What follows belongs to an exercise in optimizing a design on an open flow for small area and a short achievable clock period; a production flow would make more cautious choices. The RTL was checked by simulation tests, not by an equivalence proof against the original design. No activity file was given, so power comes from the tool's default toggle rates.

Setup of exp/harbor:
// ALU
module ALU #(parameter Data_Width = 8) (
	input wire [Data_Width-1:0]     A, B,
	input wire [3:0]                ALU_FUN,
	input wire                      CLK, RST,
	input wire                      Enable,
	output reg [(2*Data_Width)-1:0] alu_out,
	output reg                      out_valid
);
Size in the first run: ~430 cells after synthesis.
clock: 110.0 ns
lec_check: 0
cap_margin: 20
core_margin: 2
core_utilization: 40
slew_margin: 20
synth_hierarchical: 1
synth_minimum_keep_size: 0
standard.sh (not shown) runs the stock make flow with config.mk's settings and CLKGATE_MAP_FILE= SYNTH_SCRIPT=/design/flow/synth_recipe.tcl, a recipe that flattens the netlist after the stock synthesis.
==> flow/flow/run.sh <==
#!/bin/bash
# Standard ORFS layout with three changes:
#  - after synthesis, every logic cell driving fewer than 6 loads is swapped to the smallest
#    cell of its family (flow/downsize.tcl); registers keep the cells synthesis gave them
#  - the smallest buffer (buf_1) on every input and output port
#  - after placement, repair_timing (gate sizing only) with a setup margin from
#    flow/margin.txt speeds up the slowest paths again (flow/repair.tcl)
set -euo pipefail
export RESULTS=$(pwd)/orfs/results/${FLOW_PLATFORM}/ALU/base
export MARGIN=$(cat flow/margin.txt)
bash standard.sh synth > standard_synth.log 2>&1
KEEP_FANOUT=6 openroad -no_init -exit flow/downsize.tcl > downsize.log 2>&1
bash standard.sh BUFFER_PORTS_ARGS="-buffer_cell sky130_fd_sc_hd__buf_1" place > standard_place.log 2>&1
openroad -no_init -exit flow/repair.tcl > repair.log 2>&1
bash standard.sh BUFFER_PORTS_ARGS="-buffer_cell sky130_fd_sc_hd__buf_1" finish > standard_finish.log 2>&1
==> flow/flow/downsize.tcl <==
# Swap every non-register cell of the synthesized netlist to the smallest cell of its family
# (same function and pins, lowest drive strength), except cells driving KEEP_FANOUT or
# more loads. Timing has a wide margin at this clock
# period; the resizer's repair_design later fixes any slew or capacitance violation.
read_db $::env(RESULTS)/1_synth.odb
set db [ord::get_db]
set fam [dict create]
foreach lib [$db getLibs] {
  foreach m [$lib getMasters] {
    set n [$m getName]
    if {![regexp {^(sky130_fd_sc_hd__[a-z0-9]+)_([0-9]+)$} $n -> base sz]} { continue }
    if {[string match *lpflow* $n] || [string match *probe* $n]} { continue }
    set a [expr {[$m getWidth] * [$m getHeight]}]
    if {![dict exists $fam $base]} {
      dict set fam $base [list $m $a $sz]
    } else {
      lassign [dict get $fam $base] bm ba bsz
      if {$a < $ba || ($a == $ba && $sz > $bsz)} { dict set fam $base [list $m $a $sz] }
    }
  }
}
set swapped 0
foreach inst [[ord::get_db_block] getInsts] {
  set m [$inst getMaster]
  set n [$m getName]
  if {[$m isSequential]} { continue }
  if {![regexp {^(sky130_fd_sc_hd__[a-z0-9]+)_([0-9]+)$} $n -> base sz]} { continue }
  if {![dict exists $fam $base]} { continue }
  # keep the drive strength synthesis chose for cells driving many loads
  set fo 0
  foreach it [$inst getITerms] {
    if {[$it isOutputSignal] && [$it getNet] ne "NULL"} {
      set fo [expr {max($fo, [llength [[$it getNet] getITerms]] - 1)}]
    }
  }
  if {$fo >= $::env(KEEP_FANOUT)} { continue }
  set best [lindex [dict get $fam $base] 0]
  if {[$best getName] ne $n} {
    if {[$inst swapMaster $best]} { incr swapped }
  }
}
puts "downsize: swapped $swapped instances"
write_db $::env(RESULTS)/1_synth.odb
==> flow/flow/margin.txt <==
78
==> flow/flow/repair.tcl <==
# Tighten the slowest paths: resize/buffer until every path has MARGIN ns of setup slack
# (or no move helps), at the design's own clock and constraints.
read_liberty $::env(FLOW_HOME)/platforms/sky130hd/lib/sky130_fd_sc_hd__tt_025C_1v80.lib
read_db $::env(RESULTS)/3_place.odb
read_sdc $::env(RESULTS)/3_place.sdc
source $::env(FLOW_HOME)/platforms/sky130hd/setRC.tcl
estimate_parasitics -placement
report_wns
report_design_area
repair_timing -setup -setup_margin $::env(MARGIN) -skip_last_gasp -sequence sizeup,swap
report_wns
report_design_area
detailed_place
check_placement
write_db $::env(RESULTS)/3_place.odb
Changes in exp/amber relative to exp/harbor:
==> flow/flow/run.sh <==
#!/bin/bash
# Standard ORFS layout with two changes:
#  - after synthesis, every logic cell is swapped to the smallest cell of its family
#    (flow/downsize.tcl); registers keep the cells synthesis gave them
#  - the smallest buffer (buf_1) on every input and output port
set -euo pipefail
bash standard.sh synth > standard_synth.log 2>&1
export RESULTS=$(pwd)/orfs/results/${FLOW_PLATFORM}/ALU/base
openroad -no_init -exit flow/downsize.tcl > downsize.log 2>&1
bash standard.sh BUFFER_PORTS_ARGS="-buffer_cell sky130_fd_sc_hd__buf_1" finish > standard_finish.log 2>&1
diff --git a/flow/flow/downsize.tcl b/flow/flow/downsize.tcl
--- a/flow/flow/downsize.tcl
+++ b/flow/flow/downsize.tcl
@@ -1,5 +1,4 @@
 # Swap every non-register cell of the synthesized netlist to the smallest cell of its family
-# (same function and pins, lowest drive strength), except cells driving KEEP_FANOUT or
-# more loads. Timing has a wide margin at this clock
+# (same function and pins, lowest drive strength). Timing has a wide margin at this clock
 # period; the resizer's repair_design later fixes any slew or capacitance violation.
 read_db $::env(RESULTS)/1_synth.odb
@@ -27,12 +26,4 @@
   if {![regexp {^(sky130_fd_sc_hd__[a-z0-9]+)_([0-9]+)$} $n -> base sz]} { continue }
   if {![dict exists $fam $base]} { continue }
-  # keep the drive strength synthesis chose for cells driving many loads
-  set fo 0
-  foreach it [$inst getITerms] {
-    if {[$it isOutputSignal] && [$it getNet] ne "NULL"} {
-      set fo [expr {max($fo, [llength [[$it getNet] getITerms]] - 1)}]
-    }
-  }
-  if {$fo >= $::env(KEEP_FANOUT)} { continue }
   set best [lindex [dict get $fam $base] 0]
   if {[$best getName] ne $n} {
removed: flow/flow/margin.txt
removed: flow/flow/repair.tcl
## What came out
exp/amber: PASS, flow complete, no timing, DRC or antenna violations. Comparing exp/amber against exp/harbor, there is no change at all in count of hold buffers inserted by post-cts repair. On wire length per cell after detailed routing: exp/amber sits below exp/harbor. exp/amber: worst endpoint data arrival time higher than exp/harbor. Clock share of power was higher in exp/amber than in exp/harbor. [exp/amber] peak fanout along the critical path rose 2 relative to exp/harbor. The number of search-and-repair iterations in the first detailed-routing pass of exp/amber exceeds that of exp/harbor by 3. exp/harbor -> exp/amber: smallest hold slack flat. exp/amber does better than exp/harbor on cell area after layout. exp/harbor → exp/amber: number of buffers other than clock buffers in the final layout up 4.4%, pre-CTS setup slack shows a reduction of 920 ps.
The inputs of exp/indigo differ from those of exp/amber as listed below.
==> flow/flow/run.sh <==
#!/bin/bash
# Standard ORFS layout with three changes:
#  - after synthesis, every logic cell is swapped to the smallest cell of its family
#    (flow/downsize.tcl); registers keep the cells synthesis gave them
#  - the smallest buffer (buf_1) on every input and output port
#  - after placement, repair_timing with a setup margin (flow/repair.tcl) speeds up the
#    slowest paths again
set -euo pipefail
export RESULTS=$(pwd)/orfs/results/${FLOW_PLATFORM}/ALU/base
export MARGIN=$(cat flow/margin.txt)
bash standard.sh synth > standard_synth.log 2>&1
openroad -no_init -exit flow/downsize.tcl > downsize.log 2>&1
bash standard.sh BUFFER_PORTS_ARGS="-buffer_cell sky130_fd_sc_hd__buf_1" place > standard_place.log 2>&1
openroad -no_init -exit flow/repair.tcl > repair.log 2>&1
bash standard.sh BUFFER_PORTS_ARGS="-buffer_cell sky130_fd_sc_hd__buf_1" finish > standard_finish.log 2>&1
==> flow/flow/margin.txt (new file) <==
77
==> flow/flow/repair.tcl (new file) <==
# Tighten the slowest paths: resize/buffer until every path has MARGIN ns of setup slack
# (or no move helps), at the design's own clock and constraints.
read_liberty $::env(FLOW_HOME)/platforms/sky130hd/lib/sky130_fd_sc_hd__tt_025C_1v80.lib
read_db $::env(RESULTS)/3_place.odb
read_sdc $::env(RESULTS)/3_place.sdc
source $::env(FLOW_HOME)/platforms/sky130hd/setRC.tcl
estimate_parasitics -placement
report_wns
report_design_area
repair_timing -setup -setup_margin $::env(MARGIN) -skip_last_gasp -sequence sizeup,swap
report_wns
report_design_area
detailed_place
check_placement
write_db $::env(RESULTS)/3_place.odb
diff --git a/flow/config.mk b/flow/config.mk
--- a/flow/config.mk
+++ b/flow/config.mk
@@ -8,5 +8,6 @@
 export CAP_MARGIN = 20
 export CORE_MARGIN = 2
-export CORE_UTILIZATION = 40
+export CORE_UTILIZATION = 55
+export CTS_BUF_LIST = sky130_fd_sc_hd__clkbuf_4
 export SLEW_MARGIN = 20
 export SYNTH_HIERARCHICAL = 1
## What came out
- Cmp exp/amber and exp/indigo / number of optimization iterations in the first detailed-route pass / lower: exp/indigo
- The setup slack of exp/indigo is larger than that of exp/amber.
- exp/amber vs exp/indigo, worst-path cell with the longest stage delay: nor2b_1 vs or3_4
- exp/amber → exp/indigo: area added between synthesis and finish saw little to no change, cell area after layout saw little to no change, met1 layer wirelength in the final routing saw a decrease, switching part of the total saw an increase.
Input changes introduced in exp/delta (baseline for comparison: exp/indigo):
==> flow/flow/margin.txt <==
80
diff --git a/flow/config.mk b/flow/config.mk
--- a/flow/config.mk
+++ b/flow/config.mk
@@ -8,6 +8,5 @@
 export CAP_MARGIN = 20
 export CORE_MARGIN = 2
-export CORE_UTILIZATION = 55
-export CTS_BUF_LIST = sky130_fd_sc_hd__clkbuf_4
+export CORE_UTILIZATION = 40
 export SLEW_MARGIN = 20
 export SYNTH_HIERARCHICAL = 1
### Flow results
Wire length of the first global-routing pass ends up higher on exp/delta.
The switching power total reported for exp/delta is greater than that of exp/indigo by 10%.
Well-tap cell count (exp/indigo / exp/delta): 0.72
On power share of the sequential group: exp/delta sits below exp/indigo.
diff inputs: exp/delta => exp/juniper
==> flow/flow/margin.txt <==
77
Results
- Cmp exp/juniper vs exp/delta: met1 usage in global routing lower in exp/juniper
- exp/delta → exp/juniper: final core utilization has decreased, part of the power in combinational logic -1.8 points, design area shrank by about 7.5%.
- Global-route usage was higher in exp/delta than in exp/juniper.
- In exp/juniper the number of filler instances in the final layout turned out 4.4% higher than in exp/delta.
- exp/juniper: multi-input gate share of total cell area 1.1 points below exp/delta
- The clock power on exp/juniper is in line with that on exp/delta.

afterwards: timing with drivers on the ports:
No port has a modelled driver above. Below, the same layouts with a new extraction and two added sets of constraints.
Step 1, drivers: a clkbuf_16 drives CLK and a buf_2 each remaining input, both assumed.
Step 2 moves the port delays by t, midway between the first and last clock arrival at a register: inputs arrive t later, outputs are due t later. That takes back most of the time a late clock gives input paths.
a / b / c = no drivers / after step 1 / after step 2; a / b = the first two.
run | t, ns | setup slack, ns | slew at the worst register clock pin (ns) | worst slew at a driven data input, ns
exp/harbor | 0.279 | 78.144 / 78.149 / 77.870 | 0.08 / 0.08 | 0.04
exp/amber | 0.282 | 75.399 / 75.406 / 75.124 | 0.08 / 0.08 | 0.03
exp/indigo | 0.330 | 77.178 / 77.184 / 76.855 | 0.12 / 0.12 | 0.03
exp/delta | 0.283 | 78.139 / 78.136 / 77.853 | 0.08 / 0.08 | 0.04
exp/juniper | 0.281 | 77.232 / 77.239 / 76.958 | 0.08 / 0.08 | 0.03
After both steps every run listed still meets setup and hold. The setup slack of exp/indigo, which loses most, moves by +0.006 ns with the drivers and by -0.323 ns with both steps.
